Context: an optimization exercise on an open-source flow, tuned for small area. The choices shown serve that exercise and are no tape-out recipe. Only simulation tests tie the RTL to the original design; equivalence was not proved. The flow treats the clock pin as an ideal source, which a real chip does not have. Power figures rest on the tool's default switching activity, not on a simulated workload.

[design/flow/design.v]
module decot(numero0, leds);
    input  [3:0] numero0;
    output [6:0] leds;
    wire [3:0] n = numero0;
    assign leds[0] = ((n[0] & ~n[1] & ~n[3]));
    assign leds[1] = ((n[1] & n[2]));
    assign leds[2] = ((~n[0] & n[1] & ~n[2] & ~n[3]));
    assign leds[3] = ((n[0] & ~n[1]));
    assign leds[4] = ~((~n[0] & ~n[2]) | (n[0] & n[1] & n[2]));
    assign leds[5] = ((n[0] & ~n[1] & ~n[2]) | (n[1] & ~n[2] & ~n[3]));
    assign leds[6] = ((~n[1] & ~n[2]));
endmodule
module separa(numero, up, passo);
    input  [15:0] numero;
    input         up;
    output [15:0] passo;
    function [4:0] tg(input [3:0] d, input up);
        begin
            tg[0] = ~((~d[1] & d[2] & ~up) | (~d[1] & d[3] & ~up) | (d[0] & d[1] & ~d[3] & up));
            tg[1] = ((~d[1] & d[2]) | (~d[1] & d[3]) | (~d[0] & ~up) | (d[0] & up));
            tg[2] = ((~d[1] & d[2] & ~up) | (~d[1] & d[3] & ~up) | (d[0] & d[1] & ~d[3] & up));
            tg[3] = ~((~d[0] & d[1]) | (~d[1] & d[2]) | (d[0] & ~d[2] & ~d[3]) | (d[1] & ~up) | (~d[1] & up));
            tg[4] = ((~d[0] & ~d[1] & ~up) | (d[0] & d[1] & d[3] & up));
        end
    endfunction
    wire [4:0] t0 = tg(numero[3:0], up), t1 = tg(numero[7:4], up);
    wire [4:0] t2 = tg(numero[11:8], up), t3 = tg(numero[15:12], up);
    wire c1 = t0[4], c2 = c1 & t1[4], c3 = c2 & t2[4];
    assign passo = numero ^ {t3[3:0] & {4{c3}}, t2[3:0] & {4{c2}}, t1[3:0] & {4{c1}}, t0[3:0]};
endmodule
module tecladinho(clk, rst, memlinha, memcoluna, num2, num);
    input clk;
    input rst;
    input [1:4] memlinha;
    output [1:4] memcoluna;
    output reg [15:0] num;
    output reg [15:0] num2;
    reg [2:0] count;
    wire scan = (count == 3'd3);
    always @(posedge clk) begin
        if (rst) count <= 3'd0;
        else     count <= count + 3'd1;
    end
    reg [1:0] c;
    wire [1:3] col = {c[1] | c[0], ~c[0], ~c[1]};
    assign memcoluna = {col, 1'b1};
    always @(posedge clk) begin
        if (rst)       c <= 2'd0;
        else if (scan) c <= {c[0], ~c[0] & ~c[1]};
    end
    wire r1 = (memlinha == 4'b0111), r2 = (memlinha == 4'b1011);
    wire r3 = (memlinha == 4'b1101), r4 = (memlinha == 4'b1110);
    wire dig = r1 | r2 | r3 | (r4 & ~col[2]);
    wire [3:0] d = {r3, r2, col[1] & ~r4, col[2] & ~r4};
    wire kin   = ~rst & scan & dig;
    wire latch = ~rst & scan & ~col[3] & r4;
    wire hnum  = ~rst & ~kin;
    wire htgt  = ~rst & ~latch;
    always @(posedge clk) begin
        num  <= ({16{kin}} & {num[11:0], d}) | ({16{hnum}} & num);
        num2 <= ({16{latch}} & num) | ({16{htgt}} & num2);
    end
endmodule
module main(clk, rst, enable, funcao, reset, para, filete1, filete2, filete3, filete4, membpeg, membsai, fio1, fio2, fio3, fio4);
    input clk;
    input rst;
    input funcao;
    input enable;
    input reset;
    input para;
    input [1:4] membpeg;
    output [6:0] filete1;
    output [6:0] filete2;
    output [6:0] filete3;
    output [6:0] filete4;
    output [6:0] fio1;
    output [6:0] fio2;
    output [6:0] fio3;
    output [6:0] fio4;
    output [1:4] membsai;
    localparam CONF = 2'd0, CRON = 2'd1, TEMP = 2'd2, PARAR = 2'd3;
    wire [15:0] num;    
    wire [15:0] tgt;    
    tecladinho tec(clk, rst, membpeg, membsai, tgt, num);
    reg  [1:0]  estado;
    reg         flag;     
    reg  [15:0] shown;    
    reg  [15:0] run;      
    reg  [6:0]  pulsos;   
    wire conf = (estado == CONF);
    wire cron = (estado == CRON);
    wire par  = (estado == PARAR);
    wire go   = ~conf & ~par;
    wire press = ~para & flag;
    wire up    = cron | (par & ~funcao);
    wire [15:0] x = run ^ tgt;
    wire [16:0] l;
    assign l[0] = 1'b0;
    genvar i;
    generate for (i = 0; i < 16; i = i + 1) begin : cmp
        assign l[i+1] = x[i] ? tgt[i] : l[i];
    end endgenerate
    wire ltt  = l[16];
    wire neq  = |x;
    wire nz   = |run;
    wire active = up ? neq : nz;
    localparam [6:0] P_START = 7'b0010001;
    wire tick = pulsos[6] & ~pulsos[5] & pulsos[3] & ~pulsos[2] & ~pulsos[1];
    wire stp  = tick & (up ? ltt : nz);
    wire [15:0] passo;
    separa st(run, up, passo);
    wire zsel = conf ? (enable & ~funcao) : up;
    wire hp  = ~conf & press;             
    wire rL  = conf | (~hp & ~reset & (par | ~stp));
    wire rP  = ~conf & ~press & stp & (go | reset);
    wire rR  = ~rL & ~rP;
    wire sL  = ~rst & (conf | (~reset & (par ? ~press : ~stp)));
    wire sP  = ~rst & go & stp;
    wire sR  = ~rst & ((go & ~stp & reset) | (par & press));
    wire sH  = ~rst & par & ~press & reset;
    wire pA  = ~hp & ~conf & active & (go | reset);
    wire pS  = conf | (~hp & ~reset & (par | ~active)) | (pA & tick);
    wire pV  = pA & ~tick;
    wire pH  = ~pS & ~pA;
    wire [6:0] pshift = {pulsos[5:0], pulsos[6] ^ pulsos[0]};
    always @(posedge clk) begin
        flag   <= para;
        run    <= ({16{rL & ~zsel}} & tgt) | ({16{rP}} & passo) | ({16{rR}} & run);
        shown  <= ({16{sL & ~zsel}} & tgt) | ({16{sP}} & passo) | ({16{sR}} & run) | ({16{sH}} & shown);
        pulsos <= ({7{pS}} & P_START) | ({7{pV}} & pshift) | ({7{pH}} & pulsos);
    end
    always @(posedge clk) begin
        if (rst)
            estado <= CONF;
        else if (conf)
            estado <= enable ? (funcao ? TEMP : CRON) : CONF;
        else if (~enable)
            estado <= CONF;
        else if (go)
            estado <= press ? PARAR : estado;
        else if (~reset | press)
            estado <= funcao ? TEMP : CRON;
    end
    decot dig0(shown[3:0],   filete1);
    decot dig1(shown[7:4],   filete2);
    decot dig2(shown[11:8],  filete3);
    decot dig3(shown[15:12], filete4);
    decot dois0(num[3:0],   fio1);
    decot dois1(num[7:4],   fio2);
    decot dois2(num[11:8],  fio3);
    decot dois3(num[15:12], fio4);
endmodule
[design/flow/constraint.sdc]
create_clock -name core_clock -period 13.0 [get_ports {clk}]
set_input_delay 2.6000 -clock core_clock [delete_from_list [all_inputs] [get_ports {clk}]]
set_output_delay 2.6000 -clock core_clock [all_outputs]
set_load 0.01 [all_outputs]
[design/flow/flow/restructure.tcl]
# Sourced by ORFS at the end of floorplan (POST_FLOORPLAN_TCL): area-oriented
# resynthesis (two passes) of the combinational logic between the registers
# (OpenROAD's restructure, which runs ABC). Registers, ports and the clock are
# untouched. A later pass can delete a tie cell that drives an output port
# directly (it sees a constant output), so such tie cells are put back.

# output ports driven directly by a tie cell: {net pin master}
proc my_port_ties {} {
  set res {}
  foreach bt [[ord::get_db_block] getBTerms] {
    if {[$bt getIoType] ne "OUTPUT"} { continue }
    set net [$bt getNet]
    if {$net eq "NULL"} { continue }
    foreach it [$net getITerms] {
      set m [[$it getInst] getMaster]
      if {[string match *conb* [$m getName]]} {
        lappend res [list [$net getName] [[$it getMTerm] getName] [$m getName]]
      }
    }
  }
  return $res
}

# give a tie cell back to each such port that lost its driver
proc my_restore_ties {ties} {
  set block [ord::get_db_block]
  set db [ord::get_db]
  foreach t $ties {
    lassign $t netname pin mname
    set net [$block findNet $netname]
    set driven 0
    foreach it [$net getITerms] {
      if {[$it isOutputSignal]} { set driven 1 }
    }
    if {$driven} { continue }
    set i 0
    while {[$block findInst my_tie_$i] ne "NULL"} { incr i }
    set inst [odb::dbInst_create $block [$db findMaster $mname] my_tie_$i]
    [$inst findITerm $pin] connect $net
    puts "restored tie cell $mname/$pin on $netname"
  }
}

set tielo [join $::env(TIELO_CELL_AND_PORT) /]
set tiehi [join $::env(TIEHI_CELL_AND_PORT) /]
file mkdir $::env(FLOW_RMP_DIR)
report_design_area
set ties {}
foreach pass {1 2} {
  restructure -target area -liberty_file [lindex $::env(LIB_FILES) 0] \
    -tielo_port $tielo -tiehi_port $tiehi \
    -work_dir $::env(FLOW_RMP_DIR) -abc_logfile $::env(FLOW_RMP_DIR)/abc$pass.log
  my_restore_ties $ties
  set ties [my_port_ties]
  report_design_area
}
[design/flow/flow/run.sh]
#!/bin/bash
# The standard layout (standard.sh, ORFS) with these changes, made through
# the environment:
#  - after floorplan, the combinational logic is resynthesised for area with
#    OpenROAD's restructure (flow/restructure.tcl; ABC's log in rmp/abc.log);
#  - ports are buffered with the smallest buffer;
#  - the clock tree uses clkbuf_4 and no dummy loads.
# make's full output goes to standard.log; each ORFS step writes its own log
# under orfs/logs.
export POST_FLOORPLAN_TCL="$PWD/flow/restructure.tcl"
export FLOW_RMP_DIR="$PWD/rmp"
export BUFFER_PORTS_ARGS="-buffer_cell sky130_fd_sc_hd__buf_1"
export CTS_ARGS="-sink_clustering_enable -repair_clock_nets -dont_use_dummy_load -buf_list sky130_fd_sc_hd__clkbuf_4"
bash standard.sh > standard.log 2>&1
[design/flow/standard.sh]
#!/bin/bash
# synth_recipe.tcl (not shown) runs the flow's synth.tcl, then flattens the netlist and writes it again
# the make line also repeats each setting of config.mk as NAME=value (left out here)
make -C /OpenROAD-flow-scripts/flow DESIGN_CONFIG=/design/flow/config.mk WORK_HOME=/design/flow/orfs CLKGATE_MAP_FILE= SYNTH_SCRIPT=/design/flow/synth_recipe.tcl "${@:-finish}"
[design/flow/config.mk]
export PLATFORM = sky130hd
export DESIGN_NAME = main
export DESIGN_NICKNAME = main
export VERILOG_FILES = /design/flow/design.v
export SDC_FILE = /design/flow/constraint.sdc
export NUM_CORES = 4
export LEC_CHECK = 0
export ABC_AREA = 1
export CAP_MARGIN = 20
export CORE_MARGIN = 2
export CORE_UTILIZATION = 80
export SLEW_MARGIN = 20
==> notes.md, run 1 <==
GR Overflow Total=0; syn_nets=764; Area Growth Syn to Fin=-11.3%; antenna-violating nets left=0; routability cong.=0.931; antenna fix cells=0; crit path launch type=input port; Max Clock Skew=0.0214 ns; Most used DFF post-synth=dfxtp_1; CP cell instances=buf_1, clkinv_1, o21ai_0, buf_4, nand3_1, or4_1, o211ai_1, nor2_2, nor2_1, a222oi_1, clkinv_1; Max transition margin=0.214; # clock sinks=79; Vias/cell=6.41; TritonCTS clock tree=built; PortBufs=68; kind of critical path=in -> reg; cell count after placement=645; routing usage on met3=0.0533; Post-CTS Setup Bufs=0; Critical Path Most Common Cell=clkinv_1; # hold bufs at CTS=0; die width=82.2 um; Final Net Count=591; Hold WC Path Type=reg -> reg; die height=82.2 um; Netlist cell types=40; first-pass GRT wire length=16800 um; Max FO, Critical Path=17; Max IR drop VDD=0.0000769 V; 1st-iter DRT viols=558; final-report hold violation count=0; Tcrit/Tclk final=0.397; Post-Route WL=10500 um; Fmax=194 MHz; post_cts resized=0; starting density of the core=0.827; Num CTS Buffers=9; Synth Cell Area=4900 um2; Slew Viols, Final=0; top post-synthesis cells by area=dfxtp_1, nand2_1, inv_1; setup_tns=0 ns; Boundary Pins=70; sequential fraction of the synthesis area=0.323; most common cell in the netlist=nand2_1; yosys synthesis warning count=3; Synth area leader=dfxtp_1; antenna violations before repair=0; DRT Pass-1 Iters=7; residual DRC count=0; Global Route Usage Sum=0.321; Least-Margin Pin Slew=1.17 ns; largest net degree at the start of global routing=18; GR met1 Demand/Resource=0.425; leak pwr=0.00145 uW; RSZ-0062 raised after global routing=no; Max-cap violations=0; Pwr per Cell Area=89.4 nW/um2; die footprint=6760 um2; Cell Rows=28; routed via count=4189; FFs w/ async S/R, synth=0; met2 Use GR=0.524; post-synthesis cell count=748; vias in the first global route=3657; busiest grt layer=met2; Max clock buf depth=2; htree depth=3; Req. time, crit path=13.36 ns; commonest cells in the netlist=nand2_1, inv_1, nand3_1; Avg Cell Area, Syn=6.55 um2; fin crit period=5.16 ns; status=complete, no violations; slowest CP cell=nor2_1; Core ar.=5920 um2; CTS root buf=clkbuf_4; top cell type's share of synthesized area=0.323; CP peak stage delay=0.93 ns; CP Capture Type=flop; Post-DP HPWL=7740 um; CP arrival=5.52 ns; layout cells sized above 1=0.0259; Clock transition at path regs=0.12 ns; clk latency of the worst-skew pair=0.42 ns; final setup violating endpoints=0; register bit total from synthesis=79; average routed wire per standard cell=16.1 um; final instance count without filler cells=654; Post-synth EDFFs=0
## where the power goes
part	internal, uW	total (uW)	switching (uW)
Clock	32.3	105	72.8
Sequential	244	245	1.15
Combinational	11.7	38.8	27.0
Total	288	389	101
## final cells by class
type,instances,area [um2]
Multi-Input combinational cell,312,1920
Fill cell,475,1580
Timing Repair Buffer,70,270
Inverter,109,409
Sequential cell,79,1580
Tap cell,75,93.8
Clock buffer,9,67.6
## through the flow
stage | setup WS [ns] | power, uW | instance area [um2] | hold slack, ns | utilization
final | 7.84 | 389 | 4350 | 0.446 | 0.734
after global routing | 7.73 | 406 | 4350 | 0.494 | 0.734
after CTS | 7.83 | 390 | 4340 | 0.451 | 0.732
after detailed placement | 7.41 | 287 | 4270 | 0.422 | 0.721
after global placement | 7.55 | 287 | 4270 | 0.417 | 0.721
after floorplan | 8.83 | 284 | 4900 | 0.390 | -
## worst max-delay path: cells and delay by family
| kind | cells | cell delay [ns] |
|---|---|---|
| compound gates | 3 | 0.64 |
| buf+inv | 4 | 0.53 |
| simple gates | 4 | 1.73 |
## cell usage in the layout, fill, tap and decap left out, types with 3 or more instances in the layout
cell type | synthesis | routed
clkinv_1 | 2 | 109
dfxtp_1 | 79 | 79
nor2_1 | 71 | 73
buf_1 | 0 | 68
o22ai_1 | 33 | 59
a222oi_1 | 0 | 32
o21ai_0 | 41 | 27
nor4_1 | 4 | 13
a21oi_1 | 12 | 11
clkbuf_4 | 0 | 9
nor3_1 | 5 | 9
o21a_1 | 1 | 9
o32ai_1 | 4 | 9
a22oi_1 | 0 | 6
nand2_1 | 138 | 6
nand3_1 | 91 | 6
xnor2_1 | 2 | 6
nor2b_1 | 0 | 5
a221oi_1 | 2 | 4
nand4_1 | 34 | 4
a32oi_1 | 0 | 3
nand2b_1 | 0 | 3
## state kept, by name, indices dropped and copies added (netlist names)
signal     count
estado         2
flag           1
pulsos         7
run           16
shown         16
tec.c          2
tec.count      3
tec.num       16
tec.num2      16
## final timing paths
kind | startpoint | end | slack [ns] | cells past startpoint
worst max-delay path | funcao | run[4] | 7.84 | 11
worst min-delay path | tec.count[0] | tec.count[0] | 0.45 | 1
worst max register to register | run[5] | run[4] | 9.16 | 18
worst min register to register | tec.count[0] | tec.count[0] | 0.45 | 1
## metal layers
| layer | up-vias | wire [um] |
|---|---|---|
| met5 | - | 0 |
| met4 | 0 | 147 |
| met3 | 20 | 962 |
| met2 | 242 | 4890 |
| met1 | 1892 | 4550 |
| li1 | 2035 | - |
## cells by family after synthesis
family,synth area share
and+or+nand+nor,0.352
adders and majority gates,0.0153
AOI/OAI and AO/OA,0.130
DFF,0.323
xor gates and xnor gates,0.0322
buffers and inverters,0.147
other,0.000766
==> run 2, diff against run 1 <==
==> design/flow/flow/run.sh (replaced) <==
#!/bin/bash
# The standard layout (standard.sh, ORFS) with these changes, made through
# the environment:
#  - after floorplan, the combinational logic is resynthesised for area with
#    OpenROAD's restructure (flow/restructure.tcl; ABC's log in rmp/abc.log);
#  - ports are buffered with the smallest buffer;
#  - the clock tree uses a clkbuf_8 root, clkbuf_4 buffers and no dummy loads.
# make's full output goes to standard.log; each ORFS step writes its own log
# under orfs/logs.
export POST_FLOORPLAN_TCL="$PWD/flow/restructure.tcl"
export FLOW_RMP_DIR="$PWD/rmp"
export BUFFER_PORTS_ARGS="-buffer_cell sky130_fd_sc_hd__buf_1"
export CTS_ARGS="-sink_clustering_enable -repair_clock_nets -dont_use_dummy_load -root_buf sky130_fd_sc_hd__clkbuf_8 -buf_list sky130_fd_sc_hd__clkbuf_4"
bash standard.sh > standard.log 2>&1
--- a/design/flow/config.mk
+++ b/design/flow/config.mk
@@ -8,5 +8,5 @@
 export ABC_AREA = 1
 export CAP_MARGIN = 20
 export CORE_MARGIN = 2
-export CORE_UTILIZATION = 80
+export CORE_UTILIZATION = 60
 export SLEW_MARGIN = 20
==> notes.md, run 2 <==
final-report hold violation count=0 (unchanged); Cell Rows=32 (+14%); RSZ-0062 raised after global routing=no; CP arrival=5.40 ns (-0.12 ns); Req. time, crit path=13.22 ns (-0.14 ns); R2R Setup Slk=9.37 ns (+0.21 ns); Max Clock Skew=0.0138 ns (-0.00761 ns); Synth Cell Area=4900 um2 (unchanged); CP peak stage delay=0.49 ns (-0.44 ns); Area Growth Syn to Fin=-9.35%; final instance count without filler cells=680 (+4.0%); leak pwr=0.00147 uW (+1.3%); Netlist cell types=40 (unchanged); Tcrit/Tclk final=0.398 (+0.00114); Max transition margin=0.282 (+0.0674); Avg Cell Area, Syn=6.55 um2 (unchanged); top post-synthesis cells by area=dfxtp_1, nand2_1, inv_1; antenna violations before repair=0 (unchanged); # hold bufs at CTS=0 (unchanged); CTS root buf=clkbuf_8; Pwr per Cell Area=95.7 nW/um2 (+6.9%); die width=94.3 um (+15%); CP Capture Type=flop; Synth area leader=dfxtp_1; antenna-violating nets left=0 (unchanged); vias in the first global route=3778 (+3.3%); Post-DP HPWL=8160 um (+5.5%); CP top delay family=compound AO/OA/AOI/OAI gates; CP cell instances=buf_1, clkinv_1, o21ai_0, buf_4, nor3_1, a21boi_0, clkinv_1, o21ai_0, o21bai_1, or3_1, nor2_1, o21ai_0, o22ai_1, a222oi_1, clkinv_1; antenna fix cells=0 (unchanged); buffers plus inverters on the worst setup path=5 (+1); Post-Route WL=11200 um (+6.0%); commonest non-fill, non-tap cell in the layout=clkinv_1; Max FO, Critical Path=14 (-3); Max IR drop VDD=0.0000514 V (-33%); Fmax=193 MHz (-0.29%); Most used DFF post-synth=dfxtp_1; DRT Pass-1 Iters=9 (+2); starting density of the core=0.627 (-0.200); Vias/cell=6.21 (-3.0%); first-pass GRT wire length=18100 um (+7.5%); highest-count cells in the layout ignoring fill and taps=clkinv_1, dfxtp_1, nor2_1, buf_1, o22ai_1; Post-synth EDFFs=0 (unchanged); yosys synthesis warning count=3 (unchanged); status=complete, no violations; FFs w/ async S/R, synth=0 (unchanged); Slew Viols, Final=0 (unchanged); 1st-iter DRT viols=321 (-42%); commonest cells in the netlist=nand2_1, inv_1, nand3_1; kind of critical path=in -> reg; slowest CP cell=a21boi_0; Least-Margin Pin Slew=1.07 ns (-0.105 ns); Hold WC Path Type=reg -> reg; GR Overflow Total=0 (unchanged); largest net degree at the start of global routing=18 (unchanged); Boundary Pins=70 (unchanged); TritonCTS clock tree=built; Post-CTS Setup Bufs=0 (unchanged); sequential fraction of the synthesis area=0.323 (unchanged); crit path launch type=input port; layout cells sized above 1=0.0260 (+0.0000448); Num CTS Buffers=9 (unchanged); # clock sinks=79 (unchanged); htree depth=3 (unchanged); die height=94.3 um (+15%); most common cell in the netlist=nand2_1; clk latency of the worst-skew pair=0.35 ns (-0.07 ns); Clock transition at path regs=0.07 ns (-0.05 ns); Max clock buf depth=2 (unchanged); setup_tns=0 ns (unchanged); cell count after placement=671 (+4.0%); fin crit period=5.17 ns (+0.0148 ns); Final Net Count=590 (-0.17%); Max-cap violations=0 (unchanged); PortBufs=68 (unchanged); Core ar.=7810 um2 (+32%); post_cts resized=0 (unchanged); routability cong.=0.888 (-4.7%); register bit total from synthesis=79 (unchanged); average routed wire per standard cell=16.4 um (+1.9%); die footprint=8900 um2 (+32%); number of fill cells=791 (+67%); top cell type's share of synthesized area=0.323 (unchanged); residual DRC count=0 (unchanged); syn_nets=764 (unchanged); routed via count=4226 (+0.88%); Global Route Usage Sum=0.258 (-0.0635); post-synthesis cell count=748 (unchanged); final setup violating endpoints=0 (unchanged)
==> run 2: layer usage <==
layer,up-vias,part of all wire,global-route usage
li1,2037,-,-
met4,0,0.026,0.117
met2,176,0.45,0.405
met5,-,0,0
met1,1986,0.46,0.353
met3,27,0.061,0.0335
==> run 2: path summary, 6_finish.rpt <==
check,startpoint,end,depth (start not counted)
worst max-delay path,funcao,run[15],15
worst min-delay path,tec.count[0],tec.count[0],1
worst max register to register,tec.num2[3],run[11],19
worst min register to register,tec.count[0],tec.count[0],1
==> run 2: power by group <==
part           total (uW)  switching (uW)  internal [uW]
Sequential            245            1.10            244
Combinational        39.6            27.8           11.8
Clock                 140            78.3           61.9
Total                 425             107            317
==> run 2: final cells by class <==
cell class / count / area (um2) / share of cell area
timing repair buffer: 69 / 263 / 0.0592
sequential: 79 / 1580 / 0.356
inverter: 109 / 409 / 0.0922
clock buffer: 9 / 124 / 0.0279
multi-input combinational: 312 / 1930 / 0.436
tap: 102 / 128 / 0.0287
==> run 2: kinds of logic (layout without fill, tap and decap cells) <==
logic type,count (synthesis),count (layout),synth area share
adder cells (fa/ha/maj),6,0,0.0153
other,1,2,0.000766
buffers and inverters,174,187,0.147
flip-flops,79,79,0.323
AO/OA/AOI/OAI,104,177,0.130
AND/OR/NAND/NOR,366,127,0.352
XOR/XNOR,18,6,0.0322
==> run 2: through the flow <==
step                      area, um2  power, uW  hold WS [ns]  setup WS [ns]   util
final                          4440        425         0.441           7.83  0.569
after global routing           4440        442         0.485           7.61  0.569
after CTS                      4430        426         0.449           7.70  0.568
after detailed placement       4310        289         0.431           7.35  0.552
after global placement         4300        288         0.421           7.52  0.551
after floorplan                4900        284         0.390           8.83      -
==> run 2: worst reg2reg max path, stage by stage (launching register included) <==
cell and delay [ns]:
dfxtp_1 0.39, clkinv_1 0.12, o22ai_1 0.21, nor2_1 0.08, o21a_1 0.17, nor2_1 0.08
nor2_1 0.05, nor2_1 0.09, nor2_1 0.05, o21a_1 0.16, nor2_1 0.08, nor2_1 0.05
nor2_1 0.11, nor2_1 0.05, a21oi_1 0.12, o211ai_1 0.16, nor2_2 0.64, nor2_2 0.33
a222oi_1 0.46, clkinv_1 0.10
==> run 3, diff against run 2 <==
==> design/flow/flow/run.sh (replaced) <==
#!/bin/bash
# The standard layout (standard.sh, ORFS) with these changes, made through
# the environment:
#  - after floorplan, the combinational logic is resynthesised for area with
#    OpenROAD's restructure (flow/restructure.tcl; ABC's log in rmp/abc.log);
#  - ports are buffered with the smallest buffer;
#  - the clock tree uses clkbuf_4 and no dummy loads; a clock buffer whose
#    loads would see a high slew becomes a clkbuf_8 (flow/clock_leaves.tcl).
# make's full output goes to standard.log; each ORFS step writes its own log
# under orfs/logs.
export POST_FLOORPLAN_TCL="$PWD/flow/restructure.tcl"
export FLOW_RMP_DIR="$PWD/rmp"
export POST_CTS_TCL="$PWD/flow/clock_leaves.tcl"
export BUFFER_PORTS_ARGS="-buffer_cell sky130_fd_sc_hd__buf_1"
export CTS_ARGS="-sink_clustering_enable -repair_clock_nets -dont_use_dummy_load -buf_list sky130_fd_sc_hd__clkbuf_4"
bash standard.sh > standard.log 2>&1
==> design/flow/flow/clock_leaves.tcl (new file) <==
set_propagated_clock [all_clocks]
estimate_parasitics -placement
set swapped 0
foreach c [get_cells clkbuf_*] {
  set out [get_pins -of_objects $c -filter "direction==output"]
  set worst 0
  foreach p [get_pins -of_objects [get_nets -of_objects $out] -filter "direction==input"] {
    set s [get_property $p slew_max]
    if {$s > $worst} { set worst $s }
  }
  if {$worst > 0.110} {
    puts "clock buffer [get_name $c]: slew [format %.3f $worst] ns at its loads, now clkbuf_8"
    replace_cell $c sky130_fd_sc_hd__clkbuf_8
    incr swapped
  }
}
if {$swapped} {
  detailed_placement
  check_placement -verbose
  estimate_parasitics -placement
}
--- a/design/flow/config.mk
+++ b/design/flow/config.mk
@@ -8,5 +8,5 @@
 export ABC_AREA = 1
 export CAP_MARGIN = 20
 export CORE_MARGIN = 2
-export CORE_UTILIZATION = 60
+export CORE_UTILIZATION = 80
 export SLEW_MARGIN = 20
==> notes.md, run 3 <==
crit path launch type=input port; Final Worst Setup Slack=7.86 ns (+0.0295 ns); FFs w/ async S/R, synth=0 (unchanged); residual DRC count=0 (unchanged); average routed wire per standard cell=16.1 um (-2.2%); Psw=101 uW (-5.4%); Fmax=194 MHz (+0.57%); sw frac=0.258 (+0.00595); Cell Rows=28 (-13%); Area Growth Syn to Fin=-11.1%; DRT Pass-1 Iters=9 (unchanged); leak pwr=0.00145 uW (-1.1%); PortBufs=68 (unchanged); status=complete, no violations; starting density of the core=0.827 (+0.200); fin crit period=5.14 ns (-0.0295 ns); first-pass GRT wire length=16800 um (-6.9%); die width=82.2 um (-13%); Least-Margin Pin Slew=1.17 ns (+0.101 ns); Internal Power=291 uW (-8.4%); die height=82.2 um (-13%); R2R Setup Slk=9.16 ns (-0.21 ns); final-report hold violation count=0 (unchanged); Netlist cell types=40 (unchanged); setup_tns=0 ns (unchanged); Synth area leader=dfxtp_1; Flop pwr share=0.624 (+0.047); RSZ-0062 raised after global routing=no; Post-DP HPWL=7740 um (-5.2%); layout cells sized above 1=0.0259 (-0.0000448); Comb power frac=0.099 (+0.006); CP Capture Type=flop; Post-synth EDFFs=0 (unchanged); Max transition margin=0.217 (-0.0649); vias in the first global route=3657 (-3.2%); routed via count=4181 (-1.1%); commonest non-fill, non-tap cell in the layout=clkinv_1; top cell type's share of synthesized area=0.323 (unchanged); Clock transition at path regs=0.10 ns (+0.03 ns); GR Overflow Total=0 (unchanged); clock share of power=0.277 (-0.053); Global Route Usage Sum=0.321 (+0.0635); routability cong.=0.931 (+4.9%); Pwr per Cell Area=90.1 nW/um2 (-5.8%); cell count after placement=645 (-3.9%); largest net degree at the start of global routing=18 (unchanged); Tcrit/Tclk final=0.396 (-0.00227); most common cell in the netlist=nand2_1; 1st-iter DRT viols=555 (+73%); yosys synthesis warning count=3 (unchanged); Post-Route WL=10500 um (-6.0%); Boundary Pins=70 (unchanged); final setup violating endpoints=0 (unchanged); sequential fraction of the synthesis area=0.323 (unchanged); die footprint=6760 um2 (-24%); commonest cells in the netlist=nand2_1, inv_1, nand3_1; Max FO, Critical Path=17 (+3); register bit total from synthesis=79 (unchanged); syn_nets=764 (unchanged); Vias/cell=6.39 (+2.9%); Req. time, crit path=13.37 ns (+0.15 ns); Synth Cell Area=4900 um2 (unchanged); Avg Cell Area, Syn=6.55 um2 (unchanged); antenna-violating nets left=0 (unchanged); Max Clock Skew=0.0257 ns (+0.0119 ns); # clock sinks=79 (unchanged); Slew Viols, Final=0 (unchanged); post-synthesis cell count=748 (unchanged); highest-count cells in the layout ignoring fill and taps=clkinv_1, dfxtp_1, nor2_1, buf_1, o22ai_1; final instance count without filler cells=654 (-3.8%); TritonCTS clock tree=built; antenna fix cells=0 (unchanged); kind of critical path=in -> reg; post-layout util=0.735 (+0.166); Max-cap violations=0 (unchanged); clk latency of the worst-skew pair=0.42 ns (+0.07 ns); Hold WC Path Type=reg -> reg; Most used DFF post-synth=dfxtp_1; antenna violations before repair=0 (unchanged); Final Net Count=591 (+0.17%); Core ar.=5920 um2 (-24%); Max IR drop VDD=0.0000836 V (+62%); DP Worst Slack=7.41 ns (+0.0601 ns); CP arrival=5.51 ns (+0.11 ns); total power draw=392 uW (-7.6%); top post-synthesis cells by area=dfxtp_1, nand2_1, inv_1
-- run 3: cell counts after synthesis --
Identical to the previous run, type by type.
-- run 3: layer usage --
metal,GRT usage,share of wire
met5,0,0
met1,0.425,0.42
met3,0.0533,0.098
met2,0.524,0.47
met4,0.123,0.017
-- run 3: path summary, 6_finish.rpt --
kind                              startpoint      endpoint  cells after the start
worst max-delay path                  funcao        run[4]                     11
worst min-delay path            tec.count[0]  tec.count[0]                      1
worst max register to register        run[0]        run[4]                     20
worst min register to register  tec.count[0]  tec.count[0]                      1
-- run 3: layout make-up, clock buffers not listed --
type | count | area [um2]
Inverter | 109 | 409
Fill cell | 473 | 1570
Timing Repair Buffer | 70 | 270
Sequential cell | 79 | 1580
Tap cell | 75 | 93.8
Multi-Input combinational cell | 312 | 1920
-- run 3: cells by family (layout without fill, tap and decap cells) --
family / Yosys count / after routing / synth area share
other cells: 1 / 2 / 0.000766
compound gates: 104 / 177 / 0.130
xor+xnor: 18 / 6 / 0.0322
simple gates: 366 / 127 / 0.352
buf+inv: 174 / 188 / 0.147
fa+ha+maj: 6 / 0 / 0.0153
flops: 79 / 79 / 0.323
-- run 3: per-stage QoR --
step           area [um2]  hold WS, ns
2_1_floorplan        4900        0.390
3_3_place_gp         4270        0.417
3_5_place_dp         4270        0.422
5_1_grt              4350        0.484
6_report             4350        0.436
-- run 3: power groups by stage --
stage	Combinational (uW)	Sequential [uW]	Clock (uW)
5_1_grt	42.4	245	122
3_5_place_dp	37.0	250	0
2_1_floorplan	34.3	250	0
3_3_place_gp	36.2	250	0
6_report	38.8	245	109
-- run 3: worst max-delay path: stages --
cell and delay (ns):
buf_1 0.13, clkinv_1 0.09, o21ai_0 0.14, buf_4 0.23
nand3_1 0.11, or4_1 0.46, o211ai_1 0.18, nor2_2 0.23
nor2_1 0.93, a222oi_1 0.32, clkinv_1 0.09
==> run 4, diff against run 3 <==
==> design/flow/flow/abc.history (new file) <==
source /tmp/rt/rmp/main0ord_abc_script.tcl
source /tmp/rt/rmp/main1ord_abc_script.tcl
source /tmp/rt/rmp/main2ord_abc_script.tcl
--- a/design/flow/flow/restructure.tcl
+++ b/design/flow/flow/restructure.tcl
@@ -2,7 +2,8 @@
 # resynthesis (two passes) of the combinational logic between the registers
 # (OpenROAD's restructure, which runs ABC). Registers, ports and the clock are
 # untouched. A later pass can delete a tie cell that drives an output port
-# directly (it sees a constant output), so such tie cells are put back.
+# directly (it sees a constant output), so such tie cells are put back, and
+# tie cells left driving nothing are removed.
 
 # output ports driven directly by a tie cell: {net pin master}
 proc my_port_ties {} {
@@ -54,3 +55,22 @@
   set ties [my_port_ties]
   report_design_area
 }
+
+# a tie cell whose output drives nothing is left over by a pass: remove it
+foreach inst [[ord::get_db_block] getInsts] {
+  if {![string match *conb* [[$inst getMaster] getName]]} { continue }
+  set used 0
+  set nets {}
+  foreach it [$inst getITerms] {
+    set net [$it getNet]
+    if {$net eq "NULL"} { continue }
+    lappend nets $net
+    if {[llength [$net getITerms]] > 1 || [llength [$net getBTerms]] > 0} { set used 1 }
+  }
+  if {!$used} {
+    puts "removed unused tie cell [$inst getName]"
+    odb::dbInst_destroy $inst
+    foreach net $nets { odb::dbNet_destroy $net }
+  }
+}
+report_design_area
==> notes.md, run 4 <==
status=complete, no violations; commonest cells in the netlist=nand2_1, inv_1, nand3_1; Post-synth EDFFs=0 (unchanged); die footprint=6760 um2 (unchanged); Final Net Count=589 (-0.34%); yosys synthesis warning count=3 (unchanged); final instance count without filler cells=652 (-0.31%); CP arrival=5.26 ns (-0.25 ns); Most used DFF post-synth=dfxtp_1; Req. time, crit path=13.28 ns (-0.09 ns); PortBufs=68 (unchanged); Synth area leader=dfxtp_1; Hold Crit Start=tec.count[0]; top cell type's share of synthesized area=0.323 (unchanged); RSZ-0062 raised after global routing=no; Vias/cell=6.50 (+1.7%); Tcrit/Tclk final=0.383 (-0.0124); # clock sinks=79 (unchanged); first-pass GRT wire length=16700 um (-1.1%); routed via count=4239 (+1.4%); kind of critical path=in -> reg; Final Worst Setup Slack=8.02 ns (+0.161 ns); met2 Use GR=0.523 (-0.000806); Least-Margin Pin Slew=1.03 ns (-0.145 ns); Synth Cell Area=4900 um2 (unchanged); average routed wire per standard cell=16.5 um (+3.0%); Max transition margin=0.311 (+0.0941); most common cell in the netlist=nand2_1; Final Hold Slack=0.459 ns (+0.0235 ns); clk latency of the worst-skew pair=0.41 ns (about the same); sequential fraction of the synthesis area=0.323 (unchanged); layout cells sized above 1=0.0260 (+0.0000898); busiest grt layer=met2; Cell Rows=28 (unchanged); Post-Route WL=10800 um (+2.6%); highest-count cells in the layout ignoring fill and taps=clkinv_1, dfxtp_1, nor2_1, buf_1, o22ai_1; final setup violating endpoints=0 (unchanged); commonest non-fill, non-tap cell in the layout=clkinv_1; syn_nets=764 (unchanged); Boundary Pins=70 (unchanged); Max IR drop VDD=0.0000637 V (-24%); leak pwr=0.00145 uW (-0.36%); Core ar.=5920 um2 (unchanged); TritonCTS clock tree=built; Clock transition at path regs=0.09 ns (about the same); antenna violations before repair=0 (unchanged); Netlist cell types=40 (unchanged); Max Clock Skew=0.0338 ns (+0.00813 ns); antenna-violating nets left=0 (unchanged); die width=82.2 um (unchanged); CP Capture Type=flop; post-layout util=0.736 (+0.00106); GR Overflow Total=0 (unchanged); number of fill cells=497 (+5.1%); final-report hold violation count=0 (unchanged); routing usage on met3=0.0652 (+0.0120); Hold WC Path Type=reg -> reg; routability cong.=0.969 (+4.1%); Reg area=1580 um2 (unchanged); Max-cap violations=0 (unchanged); post-synthesis cell count=748 (unchanged); largest net degree at the start of global routing=18 (unchanged); register bit total from synthesis=79 (unchanged); Pwr per Cell Area=90.8 nW/um2 (+0.72%); Area Growth Syn to Fin=-11.0%; 1st-iter DRT viols=608 (+9.5%); top post-synthesis cells by area=dfxtp_1, nand2_1, inv_1; DP Worst Slack=7.43 ns (+0.0244 ns); FFs w/ async S/R, synth=0 (unchanged); Global Route Usage Sum=0.320 (-0.00137); residual DRC count=0 (unchanged); DRT Pass-1 Iters=6 (-3); die height=82.2 um (unchanged); CP startpoint=funcao; Slew Viols, Final=0 (unchanged); Multi-input gate area=1930 um2 (+0.39%); antenna fix cells=0 (unchanged); vias in the first global route=3634 (-0.63%); GR met1 Demand/Resource=0.421 (-0.00429); worst r2r src=run[0]; Post-DP HPWL=7900 um (+2.1%); cell count after placement=643 (-0.31%); setup_tns=0 ns (unchanged); crit path launch type=input port; Max FO, Critical Path=14 (-3); Fmax=201 MHz (+3.2%); Avg Cell Area, Syn=6.55 um2 (unchanged); starting density of the core=0.827 (unchanged); fin crit period=4.98 ns (-0.161 ns)
[run 4: changes by cell type in the layout (fill, tap and decap cells not counted), sizes merged]
cell	previous run	this run
conb	2	1
buf	70	69
[run 4: critical path, stage by stage]
cell	delay [ns]
buf_1	0.13
clkinv_1	0.09
o21ai_0	0.14
buf_4	0.23
nor3_1	0.10
a21boi_0	0.38
clkinv_1	0.18
o21ai_0	0.13
o21bai_1	0.29
or3_1	0.26
nor2_1	0.08
o21ai_0	0.08
o22ai_1	0.12
a222oi_1	0.34
clkinv_1	0.11
[run 4: metrics by stage]
step | area, um2 | total power [uW]
6_report | 4360 | 396
5_1_grt | 4360 | 407
3_5_place_dp | 4270 | 288
3_3_place_gp | 4270 | 287
2_1_floorplan | 4900 | 284
[run 4: per-layer routing]
metal / vias to the layer above / part of all wire
met5: - / 0
met4: 0 / 0.012
met3: 14 / 0.090
met2: 253 / 0.48
met1: 1936 / 0.42
li1: 2036 / -
[run 4: area by class of cell, clock buffers not listed]
class,count,share of cell area
Inverter,109,0.0939
Multi-Input combinational cell,311,0.443
Sequential cell,79,0.363
Tap cell,75,0.0215
Timing Repair Buffer,69,0.0603
[run 4: logic make-up (layout without fill, tap and decap cells)]
logic type,Yosys count,count (layout),synth area share
simple gates,366,127,0.352
xor+xnor,18,6,0.0322
fa+ha+maj,6,0,0.0153
flops,79,79,0.323
buf+inv,174,187,0.147
compound gates,104,177,0.130
other cells,1,1,0.000766
[run 4: power by group]
part           internal [uW]  switching (uW)
clock network           38.8            72.4
registers                244            1.25
logic                   11.8            27.8
total                    294             101
[run 4: worst paths after layout]
| check | slack [ns] | endpoint | depth (start not counted) |
|---|---|---|---|
| worst min register to register | 0.46 | tec.count[0] | 1 |
| worst max-delay path | 8.02 | run[15] | 15 |
| worst min-delay path | 0.46 | tec.count[0] | 1 |
| worst max register to register | 9.32 | run[1] | 21 |

[separate check: timing with driven ports]
How much do the figures lean on ideal ports? The routed layouts below were timed once more, with nothing changed but the port constraints. Step 1 assumes that a clkbuf_16 drives the clock port and a buf_2 every other input. Step 2 moves the port delays by t, midway between the first and last clock arrival at a register: inputs arrive t later, outputs are due t later. That takes back most of the time a late clock gives input paths. Slacks: ideal / step 1 / step 2; pairs: ideal / step 1.
run | t, ns | setup WS [ns] | worst setup path after step 2 | clock arrival spread, ns
run 1 | 0.440 | 7.841 / 7.849 / 7.409 | input to register | 0.021 / 0.021
run 2 | 0.373 | 7.826 / 7.836 / 7.463 | input to register | 0.014 / 0.014
run 3 | 0.436 | 7.856 / 7.863 / 7.427 | input to register | 0.026 / 0.026
run 4 | 0.420 | 8.016 / 8.021 / 7.601 | input to register | 0.033 / 0.033
After both steps setup and hold are still met in every run listed. The setup slack of run 1, which loses most, moves by +0.008 ns with the drivers and by -0.432 ns with both steps.
